Context: an optimization exercise on an open-source flow, tuned for small area and a short achievable clock period. The choices shown serve that exercise and are no tape-out recipe. The RTL was checked by simulation tests, not by an equivalence proof against the original design. Power figures rest on the tool's default switching activity, not on a simulated workload.

### design/flow/flow/run.sh
#!/bin/bash
# Standard ORFS layout (the standard.sh: standard synthesis, floorplan,
# placement, CTS, routing) with the resizer's setup repair aimed at a
# larger slack margin, so that it sizes the critical paths for speed.
# The clock period and constraints are the standard flow's own.
set -euo pipefail
bash standard.sh SETUP_SLACK_MARGIN=10 finish > standard.log 2>&1
### design/flow/standard.sh
#!/bin/bash
# synth_recipe.tcl (not shown) runs the flow's synth.tcl, then flattens the netlist and writes it again
# the make line also repeats each setting of config.mk as NAME=value (left out here)
make -C /OpenROAD-flow-scripts/flow DESIGN_CONFIG=/design/flow/config.mk WORK_HOME=/design/flow/orfs CLKGATE_MAP_FILE= SYNTH_SCRIPT=/design/flow/synth_recipe.tcl "${@:-finish}"
### design/flow/config.mk
export PLATFORM = sky130hd
export DESIGN_NAME = CPU
export DESIGN_NICKNAME = CPU
export VERILOG_FILES = /design/flow/design.v
export SDC_FILE = /design/flow/constraint.sdc
export NUM_CORES = 4
export LEC_CHECK = 0
export CAP_MARGIN = 20
export CORE_MARGIN = 2
export CORE_UTILIZATION = 40
export PLACE_DENSITY = 0.6
export SLEW_MARGIN = 20
### design/flow/constraint.sdc
create_clock -name core_clock -period 14.0 [get_ports {clk}]
set_input_delay 2.8000 -clock core_clock [delete_from_list [all_inputs] [get_ports {clk}]]
set_output_delay 2.8000 -clock core_clock [all_outputs]
set_load 0.01 [all_outputs]
### design/flow/design.v
module controller(input  logic [5:0] op, funct,
                  input  logic       zero,
                  output logic [1:0] memtoreg, 
                  output logic       memwrite,
                  output logic [2:0] int_cause,
                  output logic       cause_write,
                  output logic       exit_kernel,
                  output logic       jump_reg,
                  input  logic       overflow,
                  input  logic       kernel_mode,
                  output logic       write_c0,
                  output logic       alusrc,
                  output logic       regdst, regwrite,
                  output logic       branch,
                  output logic       jump,
                  output logic [2:0] alucontrol);
  logic [1:0] aluop;
  maindec md
            (
                .op             (op),
                .funct          (funct),
                .kernel_mode    (kernel_mode),
                .overflow       (overflow),
                .int_cause      (int_cause),
                .cause_write    (cause_write),
                .exit_kernel    (exit_kernel),
                .jump_reg       (jump_reg),
                .write_c0       (write_c0),
                .memtoreg       (memtoreg), 
                .memwrite       (memwrite), 
                .branch         (branch),
                .alusrc         (alusrc), 
                .regdst         (regdst), 
                .regwrite       (regwrite),
                .jump           (jump),
                .aluop          (aluop)
            );
  aludec  ad(funct, aluop, alucontrol);
endmodule 
module maindec(input  logic [5:0] op,
               input  logic [5:0] funct,
               input  logic       kernel_mode,
               input  logic       overflow,
               output logic [2:0] int_cause,
               output logic       cause_write,
               output logic       exit_kernel,
               output logic       jump_reg,
               output logic       write_c0,
               output logic [1:0] memtoreg, 
               output logic       memwrite, branch, alusrc,
               output logic       regdst, regwrite,
               output logic       jump,
               output logic [1:0] aluop);
  logic [10:0] controls;
  always_comb
    if(overflow)
        int_cause = 3'b001; 
    else if((op == 6'b010000 ||
            op == 6'b111100 ||
            op == 6'b111000) && kernel_mode) 
        int_cause = 3'b010;  
    else  
        case (op)
            6'b000000: case(funct)           
                        6'b000000: int_cause = 0;  
                        6'b100000: int_cause = 0;  
                        6'b100010: int_cause = 0;  
                        6'b100100: int_cause = 0;  
                        6'b100101: int_cause = 0;  
                        6'b101010: int_cause = 0;  
                        default:   int_cause = 3'b011;  
                       endcase  
            6'b100011: int_cause = 0;  
            6'b101011: int_cause = 0;  
            6'b000100: int_cause = 0;  
            6'b001000: int_cause = 0;  
            6'b000010: int_cause = 0;  
            6'b010000: int_cause = 0;  
            6'b111100: int_cause = 0;  
            6'b111000: int_cause = 0;  
            6'b110000: int_cause = 0;  
            6'b110001: int_cause = 0;  
            default:   int_cause = 3'b011;  
        endcase
  assign cause_write = (int_cause != 0) ? 1'b1 : 1'b0;
  assign exit_kernel = (op == 6'b111000) ? 1'b1 : 1'b0;
  assign write_c0    = (op == 6'b111100) ? 1'b1 : 1'b0;
  assign {regwrite, regdst, alusrc, branch, memwrite,
          memtoreg, jump_reg, jump, aluop} = controls;
  always_comb
    case(op)
      6'b000000: controls <= 11'b11000000010;  
      6'b100011: controls <= 11'b10100010000;  
      6'b101011: controls <= 11'b00101000000;  
      6'b000100: controls <= 11'b00010000001;  
      6'b001000: controls <= 11'b10100000000;  
      6'b000010: controls <= 11'b00000000100;  
      6'b010000: if(~kernel_mode)
                    controls <= 11'b11000100000;  
                 else                                            
                    controls <= 0;
      6'b111100: if(~kernel_mode)
                    controls <= 11'b00000000000;  
                 else 
                    controls <= 0;
      6'b111000: if(~kernel_mode)
                    controls <= 11'b00000000000;  
                 else 
                    controls <= 0;
      6'b110000: controls <= 11'b00000001000;  
      6'b110001: controls <= 11'b00000000000;  
      default:   controls <= 11'b00000000000;  
    endcase
endmodule 
module aludec(input  logic [5:0] funct,
              input  logic [1:0] aluop,
              output logic [2:0] alucontrol);
  always_comb
    case(aluop)
      2'b00: alucontrol <= 3'b010;   
      2'b01: alucontrol <= 3'b110;   
      default: case(funct)           
          6'b000000: alucontrol <= 3'b011;  
          6'b100000: alucontrol <= 3'b010;  
          6'b100010: alucontrol <= 3'b110;  
          6'b100100: alucontrol <= 3'b000;  
          6'b100101: alucontrol <= 3'b001;  
          6'b101010: alucontrol <= 3'b111;  
          default:   alucontrol <= 3'bxxx;  
        endcase
    endcase
endmodule 
module alu(
           input  logic        alusrcE,
           input  logic [31:0] a, b,
           input  logic        op_add, op_sub,    
           input  logic        op_arith,          
           input  logic        op_slt, op_sll, op_and, op_or,
           input  logic        invb,              
           input  logic [4:0]  shamt,
           output logic [31:0] result,
           output logic        c31,
           output logic        ov1, ov0);
  logic        nb31, immneg, unused;
  logic [31:0] sum, bx;
  assign bx = invb ? ~b : b;
  assign {c31, sum[30:0], unused} = {1'b0, a[30:0], 1'b1} + {1'b0, bx[30:0], invb};
  assign sum[31] = a[31] ^ bx[31] ^ c31;
  assign nb31 = ~b[31] ^ (b[30:0] == 31'd0);
  assign immneg = alusrcE & b[15];
  always_comb begin
    ov1 = (op_add & (((a[31] | bx[31]) & ~immneg) | (a[31] & immneg & (a[31] ^ bx[31]))))
        | (op_sub & ((a[31] & nb31 & (a[31] ^ bx[31])) | (~a[31] & ~nb31 & (a[31] ~^ bx[31]))));
    ov0 = (op_add & (((a[31] & bx[31]) & ~immneg) | (a[31] & immneg & (a[31] ~^ bx[31]))))
        | (op_sub & ((a[31] & nb31 & (a[31] ~^ bx[31])) | (~a[31] & ~nb31 & (a[31] ^ bx[31]))));
  end
  assign result = ({32{op_sll}}   & (a << shamt))
                | ({32{op_and}}   & (a & b))
                | ({32{op_or}}    & (a | b))
                | ({32{op_arith}} & sum)
                | {31'd0, op_slt & sum[31]};
endmodule  
module regfile(input  logic        clk,
               input  logic        reset,
               input  logic        we3,
               input  logic [4:0]  ra1_next, ra2_next,
               input  logic [4:0]  wa3,
               input  logic [31:0] wd3,
               output logic [31:0] rd1, rd2);
  logic [31:0] rf[31:0];
  logic [31:1] valid, valid_next, wen;
  logic [31:1] en1, en2;
  logic [31:0] dec1, dec2;
  assign dec1 = 32'd1 << ra1_next;
  assign dec2 = 32'd1 << ra2_next;
generate
  for (genvar i = 1; i < 32; i++) begin : g_reg
    assign wen[i] = we3 && wa3 == i;
    assign valid_next[i] = valid[i] | wen[i];
    always_ff @(posedge clk)
        if (wen[i])
            rf[i] <= wd3;
    always_ff @(posedge reset, posedge clk)
        if (reset)
            valid[i] <= 1'b0;
        else
            valid[i] <= valid_next[i];
  end
endgenerate
  always_ff @(posedge clk) begin
    en1 <= dec1[31:1] & valid_next;
    en2 <= dec2[31:1] & valid_next;
  end
  always_comb begin
    rd1 = 32'd0;
    rd2 = 32'd0;
    for (int i = 1; i < 32; i++) begin
      rd1 = rd1 | ({32{en1[i]}} & rf[i]);
      rd2 = rd2 | ({32{en2[i]}} & rf[i]);
    end
  end
endmodule  
module coprocessor_0
(
    input  logic reset,
    input  logic clk,
    input  logic        write_c0M,
    input  logic [31:0] resultM,
    input  logic [4:0]  writeregM,
    input  logic [31:0] pcF,
    input  logic [2:0]  int_cause,
    input  logic        cause_write,
    input  logic [4:0]  rtD,
    output logic [31:0] c0D,
    output logic        kernel_mode, 
    input  logic        exit_kernel
);
logic [2:0]  cause_reg;
logic [31:0] epc, epc_raw;
logic [31:0] point_table;
logic        point_table_valid;
always_ff @(posedge reset, posedge clk)
    if(reset)
        kernel_mode <= 0;
    else if(exit_kernel)
        kernel_mode <= 1;
    else if(cause_write)
        kernel_mode <= 0;
always_ff @(posedge reset, posedge clk)
    if(reset)
        cause_reg <= 0;
    else if(cause_write)
        cause_reg <= int_cause;
always_ff @(posedge clk)
    if(cause_write)
        epc_raw <= pcF;
assign epc = (cause_reg == 3'd0) ? 32'd0
           : epc_raw - ((cause_reg == 3'b001) ? 32'd8 : 32'd4);
always_ff @(posedge clk)
    if(write_c0M && writeregM == 5'b00011)
        point_table <= resultM;
always_ff @(posedge reset, posedge clk)
    if(reset)
        point_table_valid <= 0;
    else if(write_c0M && writeregM == 5'b00011)
        point_table_valid <= 1;
always_comb
    case(rtD)
        5'b00000: c0D = {31'd0, kernel_mode};
        5'b00001: c0D = {29'd0, cause_reg};
        5'b00010: c0D = epc;
        5'b00011: c0D = point_table_valid ? point_table : 32'd0;
        default:  c0D = 0;
    endcase
endmodule  
module CPU
(
    input  logic        reset,
    input  logic        clk,
    output logic [31:0] pc,         
    input  logic [31:0] instr,      
    output logic [31:0] writedata,  
    output logic [31:0] aluout,     
    output logic        memwrite,   
    input  logic [31:0] readdata    
);
logic [31:0] pcF, pcplus4F;
logic stall_F;
logic regwriteD;
logic [1:0] memtoregD;
logic memwriteD;
logic [2:0] alucontrolD;
logic alusrcD;
logic regdstD;
logic jumpD;
logic [31:0] instrD, pcbranchD, signimmD, pcjumpD;
logic [4:0] rsD, rtD, rdD, writeregD;
logic branchD, equalD, pcsrcD;
logic [31:0] rd1D, rd2D;
logic squashedD;
logic [15:0] instrD_hi, instrD_lo;
assign instrD = {instrD_hi, instrD_lo};
logic kernel_mode;
logic [2:0] int_cause;
logic cause_write;
logic exit_kernel;
logic jump_regD;
logic [31:0] c0D;
logic write_c0D;
logic stall_D;
logic clearD;
logic bubble_next;
logic bypassA, bypassB;
logic regwriteE;
logic [1:0] memtoregE;
logic memwriteE;
logic alusrcE;
logic write_c0E;
logic op_addE, op_subE, op_arithE, op_sltE, op_sllE, op_andE, op_orE, invbE;
logic fA_c0E, fA_aluE, fA_rfE;       
logic fB_c0E, fB_aluE, fB_rfE;       
logic fc0_ME;                        
logic [31:0] mux_c0E;
logic c31E, ov1E, ov0E;
logic [2:0] int_causeD;
logic cause_writeD;
logic flushE;
logic overflowE;
logic [15:0] immE;
logic [31:0] signimmE, rd1E, rd2E;
logic [4:0] rtE, writeregE;
logic [31:0] srcAE, srcBE;
logic [31:0] aluoutE, writedataE;
logic [31:0] c0E;
logic regwriteM;
logic [1:0] memtoregM;
logic memwriteM;
logic write_c0M;
logic [31:0] aluoutM, writedataM, resultM;
logic [4:0] writeregM;
logic [31:0] c0M;
logic [31:0] AD_mux_out, BD_mux_out;
logic fwdAD, fwdBD;
logic fwdAE_next, fwdBE_next, c0_next;
logic sel_exc, sel_jr, sel_j, sel_br, sel_p4, sel_hold;
assign sel_exc  = cause_write;
assign sel_jr   = ~cause_write & jump_regD;
assign sel_j    = ~cause_write & jumpD;
assign sel_br   = ~cause_write & ~stall_F & pcsrcD;
assign sel_p4   = ~cause_write & ~jump_regD & ~jumpD & ~stall_F & ~pcsrcD;
assign sel_hold = ~cause_write & ~jump_regD & ~jumpD & stall_F;
always_ff @(posedge reset, posedge clk)
    if(reset)
        pcF <= 0;
    else
        pcF <= ({32{sel_exc}}  & 32'd72)    
             | ({32{sel_jr}}   & AD_mux_out)
             | ({32{sel_j}}    & pcjumpD)
             | ({32{sel_br}}   & pcbranchD)
             | ({32{sel_p4}}   & pcplus4F)
             | ({32{sel_hold}} & pcF);
assign pcplus4F = pcF + 32'd4;
assign clearD = (jump_regD && !stall_D) || jumpD || cause_write || pcsrcD;
always_ff @(posedge reset, posedge clk)
    if(reset) begin
        instrD_hi <= {6'b110001, 10'd0};  
        squashedD     <= 1'b1;
    end
    else if(clearD) begin
        instrD_hi <= {6'b110001, 10'd0};  
        squashedD     <= 1'b1;
    end
    else if(~stall_D) begin
        instrD_hi <= instr[31:16];
        squashedD     <= 1'b0;
    end
logic [4:0] raA_next, raB_next;
assign raA_next = stall_D ? instrD[25:21] : instr[25:21];
assign raB_next = stall_D ? instrD[20:16] : instr[20:16];
always_ff @(posedge clk)
    if(~stall_D)
        instrD_lo <= instr[15:0];
assign signimmD  = {{16{instrD[15]}}, instrD[15:0]};
assign pcbranchD = pcF + {signimmD[29:0], 2'b00};
assign pcjumpD   = {pcF[31:28], instrD[25:0], 2'b00};
assign rsD = instrD[25:21];
assign rtD = instrD[20:16];
assign rdD = instrD[15:11];
assign pcsrcD = equalD & branchD;
assign writeregD = regdstD ? rdD : rtD;
assign fwdAD = rsD != 0 && rsD == writeregM && regwriteM;
assign fwdBD = rtD != 0 && rtD == writeregM && regwriteM;
logic [31:0] fwdM;
assign fwdM = (memtoregM == 2'b10) ? c0M : aluoutM;
assign AD_mux_out = fwdAD ? fwdM : rd1D;
assign BD_mux_out = fwdBD ? fwdM : rd2D;
assign equalD = (AD_mux_out == BD_mux_out);
always_comb
    if (memtoregM == 2'b10)
        resultM = c0M;
    else if(memtoregM == 2'b00)
        resultM = aluoutM;
    else
        resultM = readdata;
assign bypassA = fwdAD;
assign bypassB = fwdBD;
assign bubble_next = flushE || cause_write || squashedD;
always_ff @(posedge reset, posedge clk)
    if(reset) begin
        regwriteE   <= 0;
        memtoregE   <= 0;
        memwriteE   <= 0;
        alusrcE     <= 0;
        write_c0E   <= 0;
        op_addE     <= 0;
        op_subE     <= 0;
        op_arithE   <= 0;
        op_sltE     <= 0;
        op_sllE     <= 0;
        op_andE     <= 0;
        op_orE      <= 0;
        fA_c0E      <= 0;
        fA_aluE     <= 0;
        fA_rfE      <= 0;
        fB_c0E      <= 0;
        fB_aluE     <= 0;
        fB_rfE      <= 0;
        fc0_ME      <= 0;
    end
    else if(bubble_next) begin
        regwriteE   <= 0;
        memtoregE   <= 0;
        memwriteE   <= 0;
        alusrcE     <= 0;
        write_c0E   <= 0;
        op_addE     <= 0;
        op_subE     <= 0;
        op_arithE   <= 0;
        op_sltE     <= 0;
        op_sllE     <= 0;
        op_andE     <= 0;
        op_orE      <= 0;
        fA_c0E      <= 0;
        fA_aluE     <= 0;
        fA_rfE      <= 0;
        fB_c0E      <= 0;
        fB_aluE     <= 0;
        fB_rfE      <= 0;
        fc0_ME      <= 0;
    end
    else begin
        regwriteE   <= regwriteD;
        memtoregE   <= memtoregD;
        memwriteE   <= memwriteD;
        alusrcE     <= alusrcD;
        write_c0E   <= write_c0D;
        op_addE     <= alucontrolD == 3'b010;
        op_subE     <= alucontrolD == 3'b110;
        op_arithE   <= alucontrolD[1:0] == 2'b10;
        op_sltE     <= alucontrolD == 3'b111;
        op_sllE     <= alucontrolD == 3'b011;
        op_andE     <= alucontrolD[1:0] == 2'b00;
        op_orE      <= alucontrolD[1:0] == 2'b01;
        fA_c0E      <= fwdAE_next &  c0_next;
        fA_aluE     <= fwdAE_next & ~c0_next;
        fA_rfE      <= ~fwdAE_next;
        fB_c0E      <= fwdBE_next &  c0_next;
        fB_aluE     <= fwdBE_next & ~c0_next;
        fB_rfE      <= ~fwdBE_next;
        fc0_ME      <= memtoregD == 2'b10 && write_c0E && writeregD == writeregE;
    end
assign fwdAE_next = rsD != 0 && rsD == writeregE && regwriteE;
assign fwdBE_next = rtD != 0 && rtD == writeregE && regwriteE;
assign c0_next    = memtoregE == 2'b10;
always_ff @(posedge clk) begin
    invbE     <= alucontrolD[2];
    rd1E      <= bypassA ? resultM : rd1D;
    rd2E      <= bypassB ? resultM : rd2D;
    rtE       <= rtD;
    writeregE <= writeregD;
    immE      <= instrD[15:0];
    c0E       <= (memtoregD == 2'b10 && write_c0M && writeregD == writeregM) ? c0M : c0D;
end
assign signimmE = {{16{immE[15]}}, immE};
assign mux_c0E = fc0_ME ? c0M : c0E;
assign srcAE = ({32{fA_c0E}}  & c0M)
             | ({32{fA_aluE}} & aluoutM)
             | ({32{fA_rfE}}  & rd1E);
assign writedataE = ({32{fB_c0E}}  & c0M)
                  | ({32{fB_aluE}} & aluoutM)
                  | ({32{fB_rfE}}  & rd2E);
assign srcBE = alusrcE ? signimmE : writedataE;
assign overflowE   = c31E ? ov1E : ov0E;
assign cause_write = c31E ? (ov1E | cause_writeD) : (ov0E | cause_writeD);
assign int_cause   = overflowE ? 3'b001 : int_causeD;
always_ff @(posedge reset, posedge clk)
    if(reset) begin
        regwriteM  <= 0;
        memtoregM  <= 0;
        memwriteM  <= 0;
        write_c0M  <= 0;
        aluoutM    <= 0;
        writedataM <= 0;
    end
    else if(overflowE)begin
        regwriteM  <= 0;
        memtoregM  <= 0;
        memwriteM  <= 0;
        write_c0M  <= 0;
        aluoutM    <= 0;
        writedataM <= 0;
    end
    else begin
        regwriteM  <= regwriteE;
        memtoregM  <= memtoregE;
        memwriteM  <= memwriteE;
        write_c0M  <= write_c0E;
        aluoutM    <= aluoutE;
        writedataM <= writedataE;
    end
always_ff @(posedge clk) begin
    writeregM  <= writeregE;
    c0M        <= mux_c0E;
end
always_comb
    if((rsD == rtE || rtD == rtE)
            && memtoregE == 2'b01)begin
                stall_F = 1;
                stall_D = 1;
                flushE  = 1;
    end
    else if(jump_regD && regwriteE && rsD == writeregE) begin
                stall_F = 0;
                stall_D = 1;
                flushE  = 0;
    end
    else if(branchD   && regwriteE &&
            (writeregE == rsD || writeregE == rtD))begin
                stall_F = 1;
                stall_D = 1;
                flushE  = 1;
    end
    else if(branchD   &&  memtoregM == 2'b01 &&
            (writeregM == rsD || writeregM == rtD))begin
                stall_F = 1;
                stall_D = 1;
                flushE  = 1;
    end
    else begin
        stall_F = 0;
        stall_D = 0;
        flushE  = 0;
    end
assign pc        = pcF;
assign writedata = writedataM;
assign aluout    = aluoutM;
assign memwrite  = memwriteM;
controller ctrl
    (
        .op             (instrD[31:26]),
        .funct          (instrD[5:0]),
        .int_cause      (int_causeD),
        .cause_write    (cause_writeD),
        .exit_kernel    (exit_kernel),
        .jump_reg       (jump_regD),
        .overflow       (1'b0),
        .kernel_mode    (kernel_mode),
        .write_c0       (write_c0D),
        .regwrite       (regwriteD),
        .memtoreg       (memtoregD),
        .memwrite       (memwriteD),
        .alucontrol     (alucontrolD),
        .alusrc         (alusrcD),
        .regdst         (regdstD),
        .branch         (branchD),
        .jump           (jumpD),
        .zero           (1'b0)
    );
coprocessor_0 c0
    (
        .reset          (reset),
        .clk            (clk),
        .write_c0M      (write_c0M),
        .resultM        (resultM),
        .writeregM      (writeregM),
        .pcF            (pcF),
        .int_cause      (int_cause),
        .cause_write    (cause_write),
        .rtD            (rtD),
        .c0D            (c0D),
        .kernel_mode    (kernel_mode),
        .exit_kernel    (exit_kernel)
    );
regfile rf
    (
        .clk            (clk),
        .reset          (reset),
        .we3            (regwriteM),
        .ra1_next       (raA_next),
        .ra2_next       (raB_next),
        .wa3            (writeregM),
        .wd3            (resultM),
        .rd1            (rd1D),
        .rd2            (rd2D)
    );
alu alu_i
    (
        .alusrcE        (alusrcE),
        .a              (srcAE),
        .b              (srcBE),
        .op_add         (op_addE),
        .op_sub         (op_subE),
        .op_arith       (op_arithE),
        .op_slt         (op_sltE),
        .op_sll         (op_sllE),
        .op_and         (op_andE),
        .op_or          (op_orE),
        .invb           (invbE),
        .shamt          (immE[10:6]),
        .result         (aluoutE),
        .c31            (c31E),
        .ov1            (ov1E),
        .ov0            (ov0E)
    );
endmodule  
==> results of run 1 <==
## cells in the mapped netlist (15+ instances only)
library cell / number / area, sq um
xor2_1: 77 / 674
a222oi_1: 101 / 1010
or3_1: 15 / 93.8
edfxtp_1: 1104 / 33200
a211o_1: 21 / 184
nand3_1: 139 / 696
o22ai_1: 25 / 156
a21o_1: 37 / 278
a221oi_1: 99 / 867
and4_1: 25 / 219
a21oi_1: 221 / 1110
buf_1: 73 / 274
and2_1: 20 / 125
and3_1: 64 / 400
a21boi_0: 23 / 173
nand2_1: 249 / 935
o21ai_0: 102 / 510
ha_1: 64 / 801
a22o_1: 87 / 762
nor2_1: 395 / 1480
a211oi_1: 16 / 120
mux2_2: 44 / 495
o211ai_1: 24 / 180
dfxtp_1: 190 / 3800
inv_1: 124 / 465
nor4_1: 21 / 131
nor2b_1: 23 / 144
xnor2_1: 112 / 981
a22oi_1: 831 / 6240
buf_2: 17 / 85.1
clkbuf_1: 269 / 1010
nand2b_1: 29 / 181
nand4_1: 168 / 1050
mux2i_1: 73 / 731
dfrtp_1: 169 / 4230
nor3_1: 188 / 941
a31oi_1: 79 / 494
## cell families after synthesis
| kind of cell | after synthesis | share of synthesized area, % |
|---|---|---|
| mux | 129 | 2.23 |
| fa+ha+maj | 68 | 1.28 |
| simple gates | 1397 | 10.3 |
| buf+inv | 496 | 2.88 |
| flops | 1467 | 61.6 |
| xor+xnor | 189 | 2.47 |
| compound gates | 1756 | 19.3 |
## timing repair
item                       CTS  global route
resized for setup          867           151
setup endpoints to repair  404           567
setup buffers              189            43
cloned                      22             9
pin swaps                  128            43
## worst reg2reg max path, stage by stage (launching register included)
cell and delay, ns:
dfxtp_2 0.57, buf_4 0.50, a22oi_1 0.26, nand4_1 0.12, nor2_1 0.83, a31oi_4 0.39, xnor2_2 0.32, nand4_1 0.26
a2111oi_4 0.39, nand3_4 0.11, buf_12 0.18, and2_1 0.26, a222oi_1 0.37, o21ai_0 0.12
## cells in the final DEF, fill, tap and decap left out, types with 86 or more instances in the layout
| cell type | synthesis | final |
|---|---|---|
| a222oi_1 | 101 | 101 |
| a22o_1 | 87 | 87 |
| nor3_1 | 188 | 176 |
| nand2_1 | 249 | 237 |
| dfrtp_1 | 169 | 100 |
| inv_1 | 124 | 117 |
| buf_4 | 4 | 350 |
| nor2_4 | 0 | 95 |
| clkbuf_16 | 0 | 165 |
| xnor2_1 | 112 | 104 |
| edfxtp_1 | 1104 | 1104 |
| a221oi_1 | 99 | 96 |
| nand4_1 | 168 | 168 |
| o21ai_0 | 102 | 86 |
| nand3_1 | 139 | 133 |
| a21oi_1 | 221 | 199 |
| nor2_1 | 395 | 292 |
| dfxtp_1 | 190 | 127 |
| a22oi_1 | 831 | 819 |
| buf_6 | 4 | 105 |
## metrics by stage
step	setup WS [ns]	instance area [sq um]	hold slack (ns)
3_5_place_dp	7.76	71900	0.389
2_1_floorplan	8.99	67200	0.342
3_3_place_gp	7.74	71900	0.386
5_1_grt	9.17	82200	0.403
4_1_cts	9.44	81000	0.400
6_report	9.19	82200	0.401
## how the worst max path moves through the flow
stage,from,end,slack [ns],cells past startpoint
6_report,rf.en1[26]$_DFF_P_,pcF[27]$_DFF_PP0_,9.19,13
5_1_grt,fB_c0E$_DFF_PP0_,pcF[20]$_DFF_PP0_,9.17,21
4_1_cts,fB_c0E$_DFF_PP0_,pcF[9]$_DFF_PP0_,9.44,20
3_5_place_dp,instrD_hi[5]$_DFFE_PP0P_,pcF[8]$_DFF_PP0_,7.76,13
3_3_place_gp,instrD_hi[5]$_DFFE_PP0P_,pcF[13]$_DFF_PP0_,7.74,13
2_1_floorplan,reset,aluoutM[0]$_DFF_PP0_,8.99,1
## layer usage
metal | part of all wire (%) | global-route usage, %
met5 | 0.15 | 0
met4 | 10 | 29.3
met3 | 17 | 17.0
met2 | 40 | 55.1
met1 | 33 | 47.5
## power groups by stage
stage	logic [uW]	clock network (uW)	registers (uW)
floorplan	790	0	4990
global placement	1130	0	5120
detailed placement	1140	0	5120
CTS	1640	4430	5030
global route	1900	4610	5050
finish	1860	4450	5040
## final cells by class
type                            count  share of cell area, %
Sequential cell                  1467                   50.4
Multi-Input combinational cell   3545                   31.6
Timing Repair Buffer              602                   7.04
Clock buffer                      202                   5.26
Tap cell                         2204                   3.35
Clock inverter                     94                   1.41
Inverter                          129                  0.645
Timing Repair inverter             11                  0.167
Antenna cell                       16                 0.0487
==> impl_metrics.toml, run 1 <==
[hold_path]
worst_hold_path.endpoint = "c0M[21]$_DFFE_PN_"
min_from = "c0E[21]$_DFF_P_"
min_path_type = "reg2reg"
hold_depth = 0

[clock_network]
clockBufferDepth = 3
clkLatencyLatePin_ns = 0.85
hold_buffers = 0
cts-root-buf = "clkbuf_16"
h-tree-depth = 4
cts_tree = "yes"
cts_sinks = 1467
clkSlewWorstSetupHoldPaths_ns = 0.06
cts_made_buffers = 158

[final_layout]
area_growth_pct = 22.7
multi_input_area_sq_um = 26000
largest_reg_flops = 992
layout.cells.non_filler = 8270
regMostFlops = "rf.rf"
regArea_sq_um = 41500
fin_nets = 6046
finish.utilization_pct = 49.3
drive_gt1_share_pct = 21.9
nFillCells = 14400

[logic_synthesis]
netlist_instances = 5502
synthArstFlopShare_pct = 11.8
synth_edf_count = 1104
synth_area_sq_um = 67000
synth_nets = 5634
ys_seq_area_share_pct = 61.6
yosys.cell_types.count = 85
yosysWarnings = 7
avgSynthCellArea_sq_um = 12.2
synth-main-ff-cell = "edfxtp_1"
synth_seq_cells = 1467

[power]
irDropWorstVdd_uv = 143
p_int_uw = 8110
switching_share_pct = 28.6
p_switching_uw = 3250
power.density_nw_per_um2 = 138
p_clk_share_pct = 39.2
p_comb_share_pct = 16.4
power_frac_seq_pct = 44.4
power_uw = 11400
p_leak_uw = 0.0279

[setup_path]
slowest_delay_ns = 0.83
critPathSlowestCell = "nor2_1"
crit_buf_inv = 2
timing.rr.end = "pcF[27]$_DFF_PP0_"
r2r_cells = 13
arrival_ns = 5.50
r2r_setup_slack_ns = 9.19
path_cells = "buf_4 -> a22oi_1 -> nand4_1 -> nor2_1 -> a31oi_4 -> xnor2_2 -> nand4_1 -> a2111oi_4 -> nand3_4 -> buf_12 -> and2_1 -> a222oi_1 -> o21ai_0"
critPathCaptureType = "flop"
cpLargestDelayFamily = "simple AND/OR/NAND/NOR gates"
worst-setup-path-type = "reg2reg"
startpoint_type = "flop"
crit_top_cell = "nand4_1"
path_max_fanout = 19
cp.required_ns = 14.70
reg2reg_from = "rf.en1[26]$_DFF_P_"

[placement]
dpl.cell_count = 7692
port_buffers = 162
hpwl_um = 205000
gp_congestion = 1.02

[floorplanning]
die_area_sq_um = 171000
ios = 163
floorplan.initialDensity_pct = 40.2
core_sq_um = 167000
die_h_um = 413
die_w_um = 413
row_count = 150

[drt]
vias = 61100
ant_nets = 0
route.detailed.drc = 0
vias_per_cell = 7.39
drt_iter0_markers = 13500
wl_per_cell_um = 42.3
drt_first_pass_iters = 13
wl_um = 350000

[global_route]
grt_pass1_vias = 56300
grt_use_total_pct = 39.2
grt_pass1_wl_um = 462000
grt-ovfl-total = 0
grt_max_degree = 67
antenna_found_initial = 19

[timing]
tightest_slew_ns = 1.26
finalHoldViolCount = 0
setup_tns_ns = 0
fin_crit_sh_pct = 34.3
fmax_ghz = 0.208
rsz0062_at_grt = "true"
period_needed_ns = 4.81
maxSlewHeadroom_pct = 14.9
setup_viol = 0
worst_clock_skew_ns = 0.0732
slew_viol_final = 0

[flow_run]
maxCapViolations = 0

[status]
status = "no timing/DRC/antenna violations"
==> run 2: changes to the inputs <==
--- a/design/flow/design.v
+++ b/design/flow/design.v
@@ -302,2 +302,3 @@
 logic fc0_ME;                        
+logic fX_c0E, fX_aluE, fX_rfE, fX_immE;  
 logic [31:0] mux_c0E;
@@ -324,9 +325,9 @@
 logic fwdAE_next, fwdBE_next, c0_next;
-logic sel_exc, sel_jr, sel_j, sel_br, sel_p4, sel_hold;
-assign sel_exc  = cause_write;
-assign sel_jr   = ~cause_write & jump_regD;
-assign sel_j    = ~cause_write & jumpD;
-assign sel_br   = ~cause_write & ~stall_F & pcsrcD;
-assign sel_p4   = ~cause_write & ~jump_regD & ~jumpD & ~stall_F & ~pcsrcD;
-assign sel_hold = ~cause_write & ~jump_regD & ~jumpD & stall_F;
+logic [31:0] pc_seq, pc_rest;
+logic br_taken;
+assign pc_seq   = jump_regD ? AD_mux_out :
+                  jumpD     ? pcjumpD    :
+                  stall_F   ? pcF        : pcplus4F;
+assign br_taken = pcsrcD & ~stall_F;    
+assign pc_rest  = br_taken ? pcbranchD : pc_seq;
 always_ff @(posedge reset, posedge clk)
@@ -334,9 +335,6 @@
         pcF <= 0;
+    else if(cause_write)
+        pcF <= 32'd72; 
     else
-        pcF <= ({32{sel_exc}}  & 32'd72)    
-             | ({32{sel_jr}}   & AD_mux_out)
-             | ({32{sel_j}}    & pcjumpD)
-             | ({32{sel_br}}   & pcbranchD)
-             | ({32{sel_p4}}   & pcplus4F)
-             | ({32{sel_hold}} & pcF);
+        pcF <= pc_rest;
 assign pcplus4F = pcF + 32'd4;
@@ -346,7 +344,11 @@
         instrD_hi <= {6'b110001, 10'd0};  
-        squashedD     <= 1'b1;
+        squashedD <= 1'b1;
     end
-    else if(clearD) begin
+    else if(cause_write || pcsrcD) begin
         instrD_hi <= {6'b110001, 10'd0};  
-        squashedD     <= 1'b1;
+        squashedD <= 1'b1;
+    end
+    else if((jump_regD && !stall_D) || jumpD) begin
+        instrD_hi <= {6'b110001, 10'd0};  
+        squashedD <= 1'b1;
     end
@@ -354,3 +356,3 @@
         instrD_hi <= instr[31:16];
-        squashedD     <= 1'b0;
+        squashedD <= 1'b0;
     end
@@ -386,3 +388,3 @@
 assign bypassB = fwdBD;
-assign bubble_next = flushE || cause_write || squashedD;
+assign bubble_next = flushE || squashedD;    
 always_ff @(posedge reset, posedge clk)
@@ -408,2 +410,31 @@
         fc0_ME      <= 0;
+        fX_c0E      <= 0;
+        fX_aluE     <= 0;
+        fX_rfE      <= 0;
+        fX_immE     <= 0;
+    end
+    else if(cause_write) begin
+        regwriteE   <= 0;
+        memtoregE   <= 0;
+        memwriteE   <= 0;
+        alusrcE     <= 0;
+        write_c0E   <= 0;
+        op_addE     <= 0;
+        op_subE     <= 0;
+        op_arithE   <= 0;
+        op_sltE     <= 0;
+        op_sllE     <= 0;
+        op_andE     <= 0;
+        op_orE      <= 0;
+        fA_c0E      <= 0;
+        fA_aluE     <= 0;
+        fA_rfE      <= 0;
+        fB_c0E      <= 0;
+        fB_aluE     <= 0;
+        fB_rfE      <= 0;
+        fc0_ME      <= 0;
+        fX_c0E      <= 0;
+        fX_aluE     <= 0;
+        fX_rfE      <= 0;
+        fX_immE     <= 0;
     end
@@ -429,2 +460,6 @@
         fc0_ME      <= 0;
+        fX_c0E      <= 0;
+        fX_aluE     <= 0;
+        fX_rfE      <= 0;
+        fX_immE     <= 0;
     end
@@ -450,2 +485,6 @@
         fc0_ME      <= memtoregD == 2'b10 && write_c0E && writeregD == writeregE;
+        fX_c0E      <= ~alusrcD & fwdBE_next &  c0_next;
+        fX_aluE     <= ~alusrcD & fwdBE_next & ~c0_next;
+        fX_rfE      <= ~alusrcD & ~fwdBE_next;
+        fX_immE     <= alusrcD;
     end
@@ -471,3 +510,6 @@
                   | ({32{fB_rfE}}  & rd2E);
-assign srcBE = alusrcE ? signimmE : writedataE;
+assign srcBE = ({32{fX_c0E}}  & c0M)
+             | ({32{fX_aluE}} & aluoutM)
+             | ({32{fX_rfE}}  & rd2E)
+             | ({32{fX_immE}} & signimmE);
 assign overflowE   = c31E ? ov1E : ov0E;
--- a/design/flow/config.mk
+++ b/design/flow/config.mk
@@ -10,2 +10,4 @@
 export CORE_UTILIZATION = 40
+export CTS_CLUSTER_DIAMETER = 100
+export CTS_CLUSTER_SIZE = 20
 export PLACE_DENSITY = 0.6
==> run 2 against run 1 <==
Still clean; via count grew 0.10%; core utilization down 2.5 points; register-to-register slack better by 0.26 ns; first-iteration DRC count grew 2.8%; sequential cell count up 3; non-clock buffer count fell by 91; worst setup slack better by 0.26 ns; total power is 11% lower; combinational power rose by 17%; critical path type unchanged; critical endpoint is now pcF[3]$_DFFE_PP0P_; highest routed layer unchanged.
==> impl_metrics.toml, run 2 <==
[status]
status = "no timing/DRC/antenna violations"

[drt]
wl_per_cell_um = 44.0
route.detailed.drc = 0
wl_um = 356000
drt_first_pass_iters = 12
vias = 61100
drt_iter0_markers = 13900
vias_per_cell = 7.55
ant_nets = 0

[logic_synthesis]
synth-main-ff-cell = "edfxtp_1"
yosys.cell_types.count = 84
synth_top_area_share_pct = 48.9
yosysWarnings = 7
synthArstFlopShare_pct = 12.0
netlist_instances = 5555
yosys-top-cells-count = "edfxtp_1, a22oi_1, nor2_1"
synth_top_area_cell = "edfxtp_1"
synth.most_common_cell = "edfxtp_1"
synth_nets = 5687
synth_area_sq_um = 67700
ys_top_cells_by_area = "edfxtp_1, a22oi_1, dfrtp_1, dfxtp_1, nor2_1"
avgSynthCellArea_sq_um = 12.2
synth_seq_cells = 1470
ys_seq_area_share_pct = 61.1
synth_edf_count = 1104

[setup_path]
crit_top_cell = "nand4_1"
critPathCaptureType = "flop"
path_cells = "buf_4 -> a22oi_1 -> nand4_1 -> nor2_1 -> a31oi_1 -> xnor2_1 -> nand4_1 -> nor4_4 -> nand4b_1 -> clkbuf_16 -> buf_12 -> mux2i_1 -> a211o_1"
crit_buf_inv = 3
worst-setup-path-type = "reg2reg"
cp_num_cells = 13
arrival_ns = 5.18
cp.required_ns = 14.63
cpLargestDelayFamily = "simple AND/OR/NAND/NOR gates"
critPathSlowestCell = "nor2_1"
cp-startpoint = "rf.en2[13]$_DFF_P_"
path_max_fanout = 18
reg2reg_from = "rf.en2[13]$_DFF_P_"
r2r_cells = 13
startpoint_type = "flop"
slowest_delay_ns = 0.80

[floorplanning]
core_sq_um = 169000
die_w_um = 416
ios = 163
row_count = 151
die_area_sq_um = 173000
floorplan.initialDensity_pct = 40.1
die_h_um = 416

[power]
p_int_uw = 6810
p_switching_uw = 3260
power_frac_seq_pct = 51.1
p_comb_share_pct = 21.5
p_clk_share_pct = 27.3
irDropWorstVdd_uv = 133
power.density_nw_per_um2 = 127
p_leak_uw = 0.0261
switching_share_pct = 32.4

[final_layout]
layout.cells.non_filler = 8097
layout_common_cells = "edfxtp_1, a22oi_1, nor2_1, buf_4, nand2_1"
regMostFlops = "rf.rf"
nFillCells = 15100
final_common_cell = "edfxtp_1"
drive_gt1_share_pct = 19.4
largest_reg_flops = 992
area_growth_pct = 16.5
fin_nets = 5942

[timing]
fmax_ghz = 0.220
tightest_slew_ns = 1.20
fin_crit_sh_pct = 32.5
finalHoldViolCount = 0
period_needed_ns = 4.55
setup_viol = 0
setup_tns_ns = 0
worst_clock_skew_ns = 0.0687
rsz0062_at_grt = "true"
slew_viol_final = 0
setup_ws_ns = 9.45
maxSlewHeadroom_pct = 19.9

[hold_path]
hold_depth = 0
min_from = "c0E[8]$_DFF_P_"
min_path_type = "reg2reg"

[clock_network]
clkLatencyLatePin_ns = 0.80
cts_made_buffers = 86
clkSlewWorstSetupHoldPaths_ns = 0.09
cts_tree = "yes"
h-tree-depth = 3
cts-root-buf = "clkbuf_16"
cts_sinks = 1470
hold_buffers = 0
clockBufferDepth = 3

[global_route]
grt_pass1_wl_um = 470000
grt_pass1_vias = 55800
grt-ovfl-total = 0
grt_use_total_pct = 39.3
grt_max_degree = 141
antenna_found_initial = 11

[placement]
hpwl_um = 210000
gp_congestion = 1.01
dp_slack_ns = 8.41
port_buffers = 162
dpl.cell_count = 7717

[flow_run]
maxCapViolations = 0
[run 2: worst register-to-register path: stages, from the launching register on]
cell	delay, ns
dfxtp_2	0.66
buf_4	0.45
a22oi_1	0.30
nand4_1	0.13
nor2_1	0.80
a31oi_1	0.25
xnor2_1	0.21
nand4_1	0.16
nor4_4	0.34
nand4b_1	0.25
clkbuf_16	0.28
buf_12	0.16
mux2i_1	0.11
a211o_1	0.30
[run 2: metrics by stage]
stage	hold slack [ns]	power [uW]	cell area (sq um)	utilization (%)
detailed placement	0.389	6850	72400	42.9
floorplan	0.342	6180	68000	-
global placement	0.385	6840	72400	42.9
finish	0.406	10100	78900	46.8
global route	0.409	10300	78900	46.8
CTS	0.410	9850	77200	45.8
[run 2: cells by family after synthesis]
family / after synthesis / share of synthesized area [%]
AO/OA/AOI/OAI: 1717 / 18.5
flip-flops: 1470 / 61.1
AND/OR/NAND/NOR: 1420 / 10.4
buffers and inverters: 500 / 2.95
XOR/XNOR: 201 / 2.60
multiplexers: 181 / 3.24
adder cells (fa/ha/maj): 66 / 1.24
[run 2: final timing paths]
path	to	slack (ns)
max in group asynchronous	instrD_hi[0]$_DFFE_PP0P_	10.39
hold reg to reg	c0M[8]$_DFFE_PN_	0.41
setup / recovery	pcF[3]$_DFFE_PP0P_	9.45
min in group asynchronous	aluoutM[5]$_DFF_PP0_	2.63
hold / removal	c0M[8]$_DFFE_PN_	0.41
setup reg to reg	pcF[3]$_DFFE_PP0P_	9.45
[run 2: what timing repair did]
action	in CTS	in global routing
setup buffers	117	52
setup endpoints to repair	653	743
resized for setup	712	234
cloned	29	23
pin swaps	22	43
[run 2: layer usage]
metal	track usage, %	up-vias	part of all wire, %	wire length [um]
li1	-	22700	-	-
met1	46.9	29700	32	116000
met2	56.2	6669	40	144000
met3	17.6	1972	17	61000
met4	27.1	22	9.8	34800
met5	2.22	-	0.23	808
[run 2: final cells by class]
cell class / instances / area [sq um] / area share [%]
Multi-Input combinational cell: 3614 / 26600 / 33.7
Timing Repair Buffer: 511 / 4740 / 6.00
Timing Repair inverter: 15 / 110 / 0.139
Antenna cell: 17 / 42.5 / 0.0539
Clock buffer: 126 / 2330 / 2.95
Sequential cell: 1470 / 41600 / 52.7
Clock inverter: 14 / 226 / 0.287
Inverter: 112 / 477 / 0.604
Tap cell: 2218 / 2780 / 3.52
[run 2: power groups by stage]
stage | registers (uW) | clock network (uW) | logic (uW)
3_5_place_dp | 5270 | 0 | 1590
3_3_place_gp | 5260 | 0 | 1580
4_1_cts | 5130 | 2730 | 1990
6_report | 5140 | 2750 | 2170
2_1_floorplan | 5100 | 0 | 1080
5_1_grt | 5160 | 2880 | 2240
==> run 3: changes to the inputs <==
==> design/flow/flow/run.sh (replaced) <==
#!/bin/bash
# Standard ORFS layout (the standard.sh: standard synthesis, floorplan,
# placement, CTS, routing) with the resizer's setup repair aimed at a
# larger slack margin, so that it sizes the critical paths for speed, and
# the ports buffered with buf_2 cells.  The clock period and constraints
# are the standard flow's own.
set -euo pipefail
bash standard.sh SETUP_SLACK_MARGIN=9.7 BUFFER_PORTS_ARGS="-buffer_cell sky130_fd_sc_hd__buf_2" finish > standard.log 2>&1
--- a/design/flow/config.mk
+++ b/design/flow/config.mk
@@ -9,3 +9,3 @@
 export CORE_MARGIN = 2
-export CORE_UTILIZATION = 40
+export CORE_UTILIZATION = 50
 export CTS_CLUSTER_DIAMETER = 100
==> run 3 against run 2 <==
Register-to-register slack worse by 0.15 ns; clock skew is 0.026 ns lower; design area is 2.6% lower; highest routed layer unchanged; cell count is 6.5% lower; wire length is 3.0% lower; first-iteration DRC count is 0.32% lower; area after synthesis stayed put; die area is 20% lower; clock power hardly changed.
==> impl_metrics.toml, run 3 <==
[drt]
route.detailed.drc = 0
vias = 60600
drt_first_pass_iters = 13
wl_per_cell_um = 45.7
ant_nets = 0
drt_iter0_markers = 13800
wl_um = 345000
vias_per_cell = 8.00

[final_layout]
nFillCells = 11100
final_common_cell = "edfxtp_1"
regMostFlops = "rf.rf"
finish.utilization_pct = 57.0
largest_reg_flops = 992
area_growth_pct = 13.5
design_area_sq_um = 76900
layout_common_cells = "edfxtp_1, a22oi_1, nor2_1, nand2_1, a21oi_1"
drive_gt1_share_pct = 17.9
fin_nets = 5838

[clock_network]
clkLatencyLatePin_ns = 0.77
cts_made_buffers = 86
hold_buffers = 0
h-tree-depth = 3
cts-root-buf = "clkbuf_16"
clkSlewWorstSetupHoldPaths_ns = 0.10
cts_tree = "yes"
clockBufferDepth = 3
cts_sinks = 1470

[timing]
finalHoldViolCount = 0
worst_clock_skew_ns = 0.0429
period_needed_ns = 4.70
maxSlewHeadroom_pct = 20.0
setup_tns_ns = 0
slew_viol_final = 0
fmax_ghz = 0.213
setup_viol = 0
setup_ws_ns = 9.30
fin_crit_sh_pct = 33.5
rsz0062_at_grt = "true"
tightest_slew_ns = 1.20

[logic_synthesis]
yosys-top-cells-count = "edfxtp_1, a22oi_1, nor2_1"
synth.most_common_cell = "edfxtp_1"
yosysWarnings = 7
synthArstFlopShare_pct = 12.0
ys_seq_area_share_pct = 61.1
avgSynthCellArea_sq_um = 12.2
ys_top_cells_by_area = "edfxtp_1, a22oi_1, dfrtp_1, dfxtp_1, nor2_1"
netlist_instances = 5555
synth_seq_cells = 1470
synth_top_area_cell = "edfxtp_1"
synth_top_area_share_pct = 48.9
synth_edf_count = 1104
synth_compound_area_share_pct = 18.5
synthSimpleGateAreaFrac_pct = 10.4
yosys.cell_types.count = 84
synth_nets = 5687
synth_xor_area_share_pct = 2.60
muxShareOfSynthArea_pct = 3.24
synth-adder-area-share_pct = 1.24
synth-main-ff-cell = "edfxtp_1"
synth_top_family_by_area = "compound AO/OA/AOI/OAI gates"
synth_area_sq_um = 67700

[setup_path]
cp.required_ns = 14.68
slowest_delay_ns = 0.47
startpoint_type = "flop"
critPathSlowestCell = "a222oi_1"
path_cells = "buf_12 -> a222oi_1 -> inv_1 -> ha_4 -> and4_1 -> a32o_2 -> or3_4 -> o311a_4 -> a221oi_4 -> nor2_4 -> a221oi_4 -> mux2_4 -> buf_16 -> nand3b_4 -> buf_12 -> nand3b_1"
arrival_ns = 5.37
path_max_fanout = 7
critPathCaptureType = "flop"
worst-setup-path-type = "reg2reg"

[hold_path]
min_path_type = "reg2reg"

[floorplanning]
row_count = 135
core_sq_um = 135000
floorplan.initialDensity_pct = 50.2
die_w_um = 372
ios = 163
die_area_sq_um = 138000
die_h_um = 372

[flow_run]
maxCapViolations = 0

[placement]
placed_area_sq_um = 70800
port_buffers = 162
dp_slack_ns = 8.53
hpwl_um = 203000
gp_congestion = 1.03

[status]
status = "no timing/DRC/antenna violations"

[power]
power.density_nw_per_um2 = 134
irDropWorstVdd_uv = 123
p_leak_uw = 0.0256

[global_route]
grt-ovfl-total = 0
antenna_found_initial = 34
grt_max_degree = 141
grt_pass1_vias = 54900
grt_pass1_wl_um = 458000
grt_use_total_pct = 48.5
-- run 3: repair_timing --
item                                    CTS  global route
cloned                                   33             0
pin swaps                                63            24
resized for setup                       299           139
setup buffers                            68            26
endpoints found under the setup margin  278           187
-- run 3: final timing paths --
| check | slack, ns | from | cells past startpoint | to |
|---|---|---|---|---|
| worst max-delay path | 9.30 | fA_c0E$_DFF_PP0_ | 16 | instrD_hi[10]$_DFFE_PP1P_ |
| worst min-delay path | 0.40 | c0E[17]$_DFF_P_ | 0 | c0M[17]$_DFFE_PN_ |
| worst max register to register | 9.30 | fA_c0E$_DFF_PP0_ | 16 | instrD_hi[10]$_DFFE_PP1P_ |
| worst min register to register | 0.40 | c0E[17]$_DFF_P_ | 0 | c0M[17]$_DFFE_PN_ |
| max in group asynchronous | 10.27 | reset | 3 | instrD_hi[1]$_DFFE_PP0P_ |
| min in group asynchronous | 2.24 | reset | 2 | aluoutM[29]$_DFF_PP0_ |
-- run 3: worst max-delay path: cells and delay by family, from the launching register on --
| kind | cells | cell delay (ns) |
|---|---|---|
| flip-flops | 1 | 0.42 |
| AND/OR/NAND/NOR | 5 | 1.04 |
| buffers and inverters | 4 | 0.69 |
| multiplexers | 1 | 0.39 |
| AO/OA/AOI/OAI | 5 | 1.76 |
| adder cells (fa/ha/maj) | 1 | 0.28 |
-- run 3: cell type report --
| class | count | area (sq um) | share of cell area, % |
|---|---|---|---|
| Timing Repair Buffer | 444 | 3960 | 5.16 |
| Inverter | 112 | 424 | 0.552 |
| Clock inverter | 12 | 170 | 0.221 |
| Multi-Input combinational cell | 3592 | 26100 | 34.0 |
| Tap cell | 1781 | 2230 | 2.90 |
| Sequential cell | 1470 | 41500 | 54.0 |
| Antenna cell | 24 | 60.1 | 0.0781 |
| Clock buffer | 132 | 2370 | 3.08 |
-- run 3: cells by family (layout without fill, tap and decap cells) --
kind of cell | count (synthesis) | count (layout)
XOR/XNOR | 201 | 201
adder cells (fa/ha/maj) | 66 | 66
other | 0 | 24
AO/OA/AOI/OAI | 1717 | 1717
AND/OR/NAND/NOR | 1420 | 1427
multiplexers | 181 | 181
flip-flops | 1470 | 1470
buffers and inverters | 500 | 700
-- run 3: power by group --
group | internal (uW) | switching, uW | total (uW) | leakage, uW
sequential | 4870 | 296 | 5170 | 0.0123
clock | 1190 | 1570 | 2760 | 0.00122
combinational | 968 | 1430 | 2400 | 0.0121
total | 7030 | 3290 | 10300 | 0.0256
-- run 3: stage by stage --
| step | instances | hold slack (ns) | total power (uW) |
|---|---|---|---|
| finish | 7567 | 0.399 | 10300 |
| global route | 7545 | 0.399 | 10500 |
| detailed placement | 7268 | 0.389 | 6810 |
| floorplan | 5555 | 0.342 | 6150 |
| CTS | 7513 | 0.407 | 10100 |
| global placement | 7268 | 0.386 | 6810 |
-- run 3: metal layers --
layer  global-route usage (%)  vias to the layer above  wire length [um]
met3                     21.7                     1900             59700
li1                         -                    22500                 -
met5                        0                        -               365
met1                     59.5                    29500            115000
met4                     31.7                       36             31200
met2                     69.0                     6644            140000
==> run 4: changes to the inputs <==
--- a/design/flow/flow/run.sh
+++ b/design/flow/flow/run.sh
@@ -7,2 +7,2 @@
 set -euo pipefail
-bash standard.sh SETUP_SLACK_MARGIN=9.7 BUFFER_PORTS_ARGS="-buffer_cell sky130_fd_sc_hd__buf_2" finish > standard.log 2>&1
+bash standard.sh SETUP_SLACK_MARGIN=10 BUFFER_PORTS_ARGS="-buffer_cell sky130_fd_sc_hd__buf_2" finish > standard.log 2>&1
==> run 4 against run 3 <==
Still clean on timing, DRC and antenna; worst hold slack improved by 0.00070 ns; first-iteration DRC count increased by 3.3%; clock skew fell by 0.0019 ns; critical path depth decreased by 1; area after synthesis stayed put.
==> impl_metrics.toml, run 4 <==
[logic_synthesis]
yosys-top-cells-count = "edfxtp_1, a22oi_1, nor2_1"
ys_top_cells_by_area = "edfxtp_1, a22oi_1, dfrtp_1, dfxtp_1, nor2_1"
netlist_instances = 5555
synth_top_family_by_area = "compound AO/OA/AOI/OAI gates"
muxShareOfSynthArea_pct = 3.24
synth_compound_area_share_pct = 18.5
synth_xor_area_share_pct = 2.60
synth_nets = 5687
yosysWarnings = 7
synth_top_area_share_pct = 48.9
synth_edf_count = 1104
synth.most_common_cell = "edfxtp_1"
synthArstFlopShare_pct = 12.0
synth_seq_cells = 1470
synth-main-ff-cell = "edfxtp_1"
ys_seq_area_share_pct = 61.1
synth_top_area_cell = "edfxtp_1"
synthSimpleGateAreaFrac_pct = 10.4
synth-adder-area-share_pct = 1.24
yosys.cell_types.count = 84
synth_area_sq_um = 67700
avgSynthCellArea_sq_um = 12.2

[floorplanning]
die_area_sq_um = 138000
core_sq_um = 135000
die_w_um = 372
die_h_um = 372
ios = 163
floorplan.initialDensity_pct = 50.2
row_count = 135

[setup_path]
endpoint = "instrD_hi[10]$_DFFE_PP1P_"
arrival_ns = 5.20
worst-setup-path-type = "reg2reg"
critPathSlowestCell = "a22oi_1"
timing.rr.end = "instrD_hi[10]$_DFFE_PP1P_"
startpoint_type = "flop"
cp-startpoint = "fX_c0E$_DFF_PP0_"
critPathCaptureType = "flop"
cp.required_ns = 14.67
reg2reg_from = "fX_c0E$_DFF_PP0_"
r2r_setup_slack_ns = 9.47
r2r_cells = 15
path_max_fanout = 33
path_cells = "buf_12 -> a22oi_1 -> nand3_1 -> xor2_1 -> ha_1 -> a21oi_1 -> nand3_1 -> a221oi_2 -> nor2_2 -> a221oi_4 -> mux2_4 -> buf_16 -> nand3b_4 -> buf_12 -> nand3b_1"
slowest_delay_ns = 0.63

[drt]
vias = 61000
wl_um = 347000
wl_per_cell_um = 45.6
drt_first_pass_iters = 13
drt_iter0_markers = 14300
vias_per_cell = 8.01
route.detailed.drc = 0
ant_nets = 0

[clock_network]
clkLatencyLatePin_ns = 0.78
cts_tree = "yes"
cts_sinks = 1470
clockBufferDepth = 3
h-tree-depth = 3
clkSlewWorstSetupHoldPaths_ns = 0.10
cts_made_buffers = 87
cts-root-buf = "clkbuf_16"
hold_buffers = 0

[final_layout]
final_common_cell = "edfxtp_1"
multi_input_area_sq_um = 26500
nFillCells = 11000
fin_nets = 5895
regMostFlops = "rf.rf"
largest_reg_flops = 992
regArea_sq_um = 41600
area_growth_pct = 14.8
finish.utilization_pct = 57.6
layout_common_cells = "edfxtp_1, a22oi_1, nor2_1, buf_4, nand2_1"
drive_gt1_share_pct = 19.4
layout.cells.non_filler = 7610

[global_route]
grt_use_total_pct = 48.7
grt_pass1_wl_um = 462000
grt_max_degree = 67
globalRouteMet3Util_pct = 23.2
antenna_found_initial = 34
grt-ovfl-total = 0
grt-busiest-layer = "met2"
grt_pass1_vias = 55500
met1_usage_pct = 59.6
grt_util_met2_pct = 68.2

[timing]
fin_crit_sh_pct = 32.3
maxSlewHeadroom_pct = 15.6
finalHoldViolCount = 0
rsz0062_at_grt = "true"
setup_ws_ns = 9.47
slew_viol_final = 0
setup_tns_ns = 0
period_needed_ns = 4.53
setup_viol = 0
worst_clock_skew_ns = 0.0410
fmax_ghz = 0.221
tightest_slew_ns = 1.26

[placement]
dpl.cell_count = 7277
hpwl_um = 206000
port_buffers = 162
dp_slack_ns = 8.56
gp_congestion = 1.04

[flow_run]
maxCapViolations = 0

[power]
irDropWorstVdd_uv = 124
p_int_uw = 6940
p_switching_uw = 3230
power.density_nw_per_um2 = 131
p_leak_uw = 0.0259
switching_share_pct = 31.8
p_clk_share_pct = 27.3
power_uw = 10200
power_frac_seq_pct = 50.6
p_comb_share_pct = 22.1

[hold_path]
min_path_type = "reg2reg"

[status]
status = "no timing/DRC/antenna violations"
-- run 4: cell counts after synthesis --
No cell type changed its count.
-- run 4: critical path: cells and delay by family, from the launching register on --
| kind | cells | cell delay (ns) |
|---|---|---|
| AOI/OAI and AO/OA | 4 | 1.48 |
| and+or+nand+nor | 5 | 0.94 |
| buffers and inverters | 3 | 0.52 |
| DFF | 1 | 0.41 |
| muxes | 1 | 0.41 |
| adders and majority gates | 1 | 0.39 |
| xor gates and xnor gates | 1 | 0.23 |
-- run 4: final cells by class --
class / instances / share of cell area [%]
clock buffer: 120 / 3.04
timing repair inverter: 2 / 0.0193
sequential: 1470 / 53.5
timing repair buffer: 486 / 5.67
inverter: 112 / 0.563
antenna: 22 / 0.0708
clock inverter: 13 / 0.246
tap: 1781 / 2.87
multi-input combinational: 3604 / 34.0
-- run 4: worst min path at each step --
stage	from	to	slack, ns	depth (start not counted)
detailed placement	c0E[14]$_DFF_P_	c0M[14]$_DFFE_PN_	0.39	0
finish	c0E[4]$_DFF_P_	c0M[4]$_DFFE_PN_	0.40	0
CTS	c0E[0]$_DFF_P_	c0M[0]$_DFFE_PN_	0.41	0
global route	c0E[17]$_DFF_P_	c0M[17]$_DFFE_PN_	0.41	0
floorplan	instrD_hi[0]$_DFFE_PP0P_	rtE[0]$_DFF_P_	0.34	0
global placement	c0E[19]$_DFF_P_	c0M[19]$_DFFE_PN_	0.39	0
-- run 4: timing repair --
| item | in CTS | in global routing |
|---|---|---|
| pin swaps | 66 | 16 |
| buffers inserted | 123 | 19 |
| hold endpoints to repair | 0 | 0 |
| setup endpoints to repair | 337 | 463 |
| resized for setup | 417 | 118 |
| gates cloned | 28 | 2 |
-- run 4: metrics by stage --
stage	instance area (sq um)	hold slack, ns
6_report	77700	0.400
5_1_grt	77700	0.412
4_1_cts	76800	0.408
3_3_place_gp	71000	0.386
3_5_place_dp	71000	0.389
2_1_floorplan	68000	0.342
-- run 4: power by group through the flow --
stage | Combinational [uW] | Clock [uW] | Sequential [uW]
floorplan | 1080 | 0 | 5100
global placement | 1530 | 0 | 5260
detailed placement | 1540 | 0 | 5260
CTS | 2110 | 2750 | 5130
global route | 2330 | 2900 | 5160
finish | 2250 | 2780 | 5150
-- run 4: cells by family (layout without fill, tap and decap cells) --
logic type / Yosys count / count (layout)
xor+xnor: 201 / 201
other cells: 0 / 22
simple gates: 1420 / 1426
fa+ha+maj: 66 / 66
compound gates: 1717 / 1717
flops: 1470 / 1470
buf+inv: 500 / 733
mux: 181 / 194
-- run 4: routing by layer --
metal,vias to the layer above,routed length (um)
met3,1933,60800
met5,-,935
met4,42,32200
li1,22600,-
met1,29600,114000
met2,6705,139000
==> run 5: changes to the inputs <==
--- a/design/flow/config.mk
+++ b/design/flow/config.mk
@@ -12,3 +12,3 @@
 export CTS_CLUSTER_SIZE = 20
-export PLACE_DENSITY = 0.6
+export PLACE_DENSITY = 0.65
 export SLEW_MARGIN = 20
==> run 5 against run 4 <==
Still clean on timing, DRC and antenna; worst hold slack gained 0.0076 ns; maximum frequency shrank 2.4%; register-to-register slack lost 0.11 ns; non-clock buffer count grew 3; clock skew grew 0.013 ns; clock power shrank 2%; first-iteration DRC count grew 2.5%; sequential cell count is the same; die area is the same.
==> impl_metrics.toml, run 5 <==
[drt]
drt_iter0_markers = 14700
drt_first_pass_iters = 15
wl_per_cell_um = 44.6
wl_um = 339000
vias = 60700
route.detailed.drc = 0
vias_per_cell = 7.98
ant_nets = 0

[global_route]
grt-busiest-layer = "met2"
grt-ovfl-total = 0
grt_util_met2_pct = 66.6
grt_max_degree = 146
grt_pass1_wl_um = 451000
globalRouteMet3Util_pct = 21.1
grt_pass1_vias = 55500
met1_usage_pct = 56.9
antenna_found_initial = 20
grt_use_total_pct = 47.3

[clock_network]
clockBufferDepth = 3
cts_tree = "yes"
cts_sinks = 1470
hold_buffers = 0
clkSlewWorstSetupHoldPaths_ns = 0.09
clkLatencyLatePin_ns = 0.79
cts-root-buf = "clkbuf_16"
cts_made_buffers = 86
h-tree-depth = 3

[logic_synthesis]
yosys-top-cells-count = "edfxtp_1, a22oi_1, nor2_1"
synthArstFlopShare_pct = 12.0
yosys.cell_types.count = 84
synth_top_area_share_pct = 48.9
ys_top_cells_by_area = "edfxtp_1, a22oi_1, dfrtp_1, dfxtp_1, nor2_1"
yosysWarnings = 7
synth_nets = 5687
avgSynthCellArea_sq_um = 12.2
synth_area_sq_um = 67700
synth-main-ff-cell = "edfxtp_1"
synth_top_area_cell = "edfxtp_1"
synth_edf_count = 1104
synth.most_common_cell = "edfxtp_1"
synth_seq_cells = 1470
netlist_instances = 5555
ys_seq_area_share_pct = 61.1

[setup_path]
startpoint_type = "flop"
r2r_setup_slack_ns = 9.37
path_max_fanout = 6
cp.required_ns = 14.65
worst-setup-path-type = "reg2reg"
critPathCaptureType = "flop"
arrival_ns = 5.28
r2r_cells = 15

[timing]
slew_viol_final = 0
maxSlewHeadroom_pct = 21.6
setup_viol = 0
period_needed_ns = 4.63
fin_crit_sh_pct = 33.1
finalHoldViolCount = 0
setup_tns_ns = 0
rsz0062_at_grt = "true"
fmax_ghz = 0.216
tightest_slew_ns = 1.18
worst_clock_skew_ns = 0.0540

[power]
power.density_nw_per_um2 = 133
irDropWorstVdd_uv = 126
p_leak_uw = 0.0259

[final_layout]
layout_common_cells = "edfxtp_1, a22oi_1, nor2_1, buf_4, nand2_1"
finish.utilization_pct = 57.4
area_growth_pct = 14.4
layout.cells.non_filler = 7606
regMostFlops = "rf.rf"
drive_gt1_share_pct = 18.9
final_common_cell = "edfxtp_1"
fin_nets = 5898
largest_reg_flops = 992

[floorplanning]
die_h_um = 372
die_area_sq_um = 138000
ios = 163
row_count = 135
floorplan.initialDensity_pct = 50.2
die_w_um = 372
core_sq_um = 135000

[hold_path]
hold_depth = 0
min_path_type = "reg2reg"

[placement]
dpl.cell_count = 7266
gp_congestion = 1.03
hpwl_um = 200000
port_buffers = 162

[flow_run]
maxCapViolations = 0

[status]
status = "no timing/DRC/antenna violations"
==> run 5: repair_timing <==
item / 4_1_cts / 5_1_grt
resized for setup: 278 / 189
endpoints found under the setup margin: 335 / 448
gates cloned: 28 / 10
setup buffers: 118 / 29
pin swaps: 16 / 54
==> run 5: final timing paths <==
check | start | endpoint
max | fA_c0E$_DFF_PP0_ | pcF[29]$_DFFE_PP0P_
min | c0E[11]$_DFF_P_ | c0M[11]$_DFFE_PN_
max reg2reg | fA_c0E$_DFF_PP0_ | pcF[29]$_DFFE_PP0P_
min reg2reg | c0E[11]$_DFF_P_ | c0M[11]$_DFFE_PN_
max in group asynchronous | reset | instrD_hi[1]$_DFFE_PP0P_
min in group asynchronous | reset | aluoutM[22]$_DFF_PP0_
==> run 5: power by group <==
part	switching [uW]	leakage, uW	internal, uW
registers	263	0.0122	4870
logic	1440	0.0125	990
clock network	1560	0.00120	1160
total	3260	0.0259	7030
==> run 5: logic make-up (layout without fill, tap and decap cells) <==
| logic type | after synthesis | after routing | share of synthesized area [%] |
|---|---|---|---|
| compound gates | 1717 | 1718 | 18.5 |
| flops | 1470 | 1470 | 61.1 |
| simple gates | 1420 | 1428 | 10.4 |
| buf+inv | 500 | 734 | 2.95 |
| xor+xnor | 201 | 201 | 2.60 |
| mux | 181 | 194 | 3.24 |
| fa+ha+maj | 66 | 66 | 1.24 |
| other cells | 0 | 14 | 0 |
==> run 5: critical path, cell delays in order (launching register included) <==
cell      delay [ns]
dfrtp_2         0.43
buf_12          0.15
a222oi_1        0.50
inv_1           0.17
ha_4            0.26
and4_1          0.19
a32o_2          0.24
or3_4           0.34
o311a_4         0.37
a221oi_4        0.29
nor2_4          0.09
a221oi_4        0.40
mux2_4          0.44
buf_16          0.19
or3b_4          0.38
o31ai_2         0.07
==> run 5: per-layer routing <==
metal | part of all wire [%] | routed length, um
met1 | 32 | 108000
met2 | 40 | 136000
met3 | 17 | 58900
met4 | 10 | 35500
met5 | 0.23 | 767
==> run 5: final cells by class <==
cell class	instances	area (sq um)
fill	10800	57500
sequential	1470	41600
multi-input combinational	3607	26100
timing repair buffer	489	4550
clock buffer	119	2280
tap	1781	2230
inverter	112	439
clock inverter	14	234
antenna	14	35.0
==> run 5: per-stage QoR <==
step	power (uW)	worst slack (ns)	instance area (sq um)	hold slack [ns]
after floorplan	6180	8.95	68000	0.342
after CTS	10000	9.51	76100	0.394
after global placement	6780	8.43	70900	0.386
after global routing	10500	9.36	77500	0.401
after detailed placement	6800	8.46	71000	0.390
final	10300	9.37	77500	0.408

-- afterwards: timing with drivers on the ports --
The flow's constraints put no driver on any port. The routed layouts listed below were extracted and timed again, unchanged, in two steps. Step 1, drivers: a clkbuf_16 drives clk and a buf_2 each remaining input, both assumed. Step 2 also shifts input and output timing later by t, the mid clock arrival at the registers, as if the neighbouring blocks saw the same clock. Slacks: ideal / step 1 / step 2; pairs: ideal / step 1.
run | shift t [ns] | slack for setup (ns) | pins driven straight from the clock port
run 1 | 0.901 | 9.195 / 9.195 / 8.995 | 1
run 2 | 0.853 | 9.455 / 9.455 / 8.729 | 1
run 3 | 0.823 | 9.305 / 9.305 / 8.960 | 1
run 4 | 0.835 | 9.474 / 9.474 / 9.131 | 1
run 5 | 0.835 | 9.365 / 9.365 / 9.227 | 1
After both steps every run listed still meets setup and hold. For run 2, which loses most, drivers alone change the setup slack by 0.000 ns; drivers and shift together by -0.726 ns.
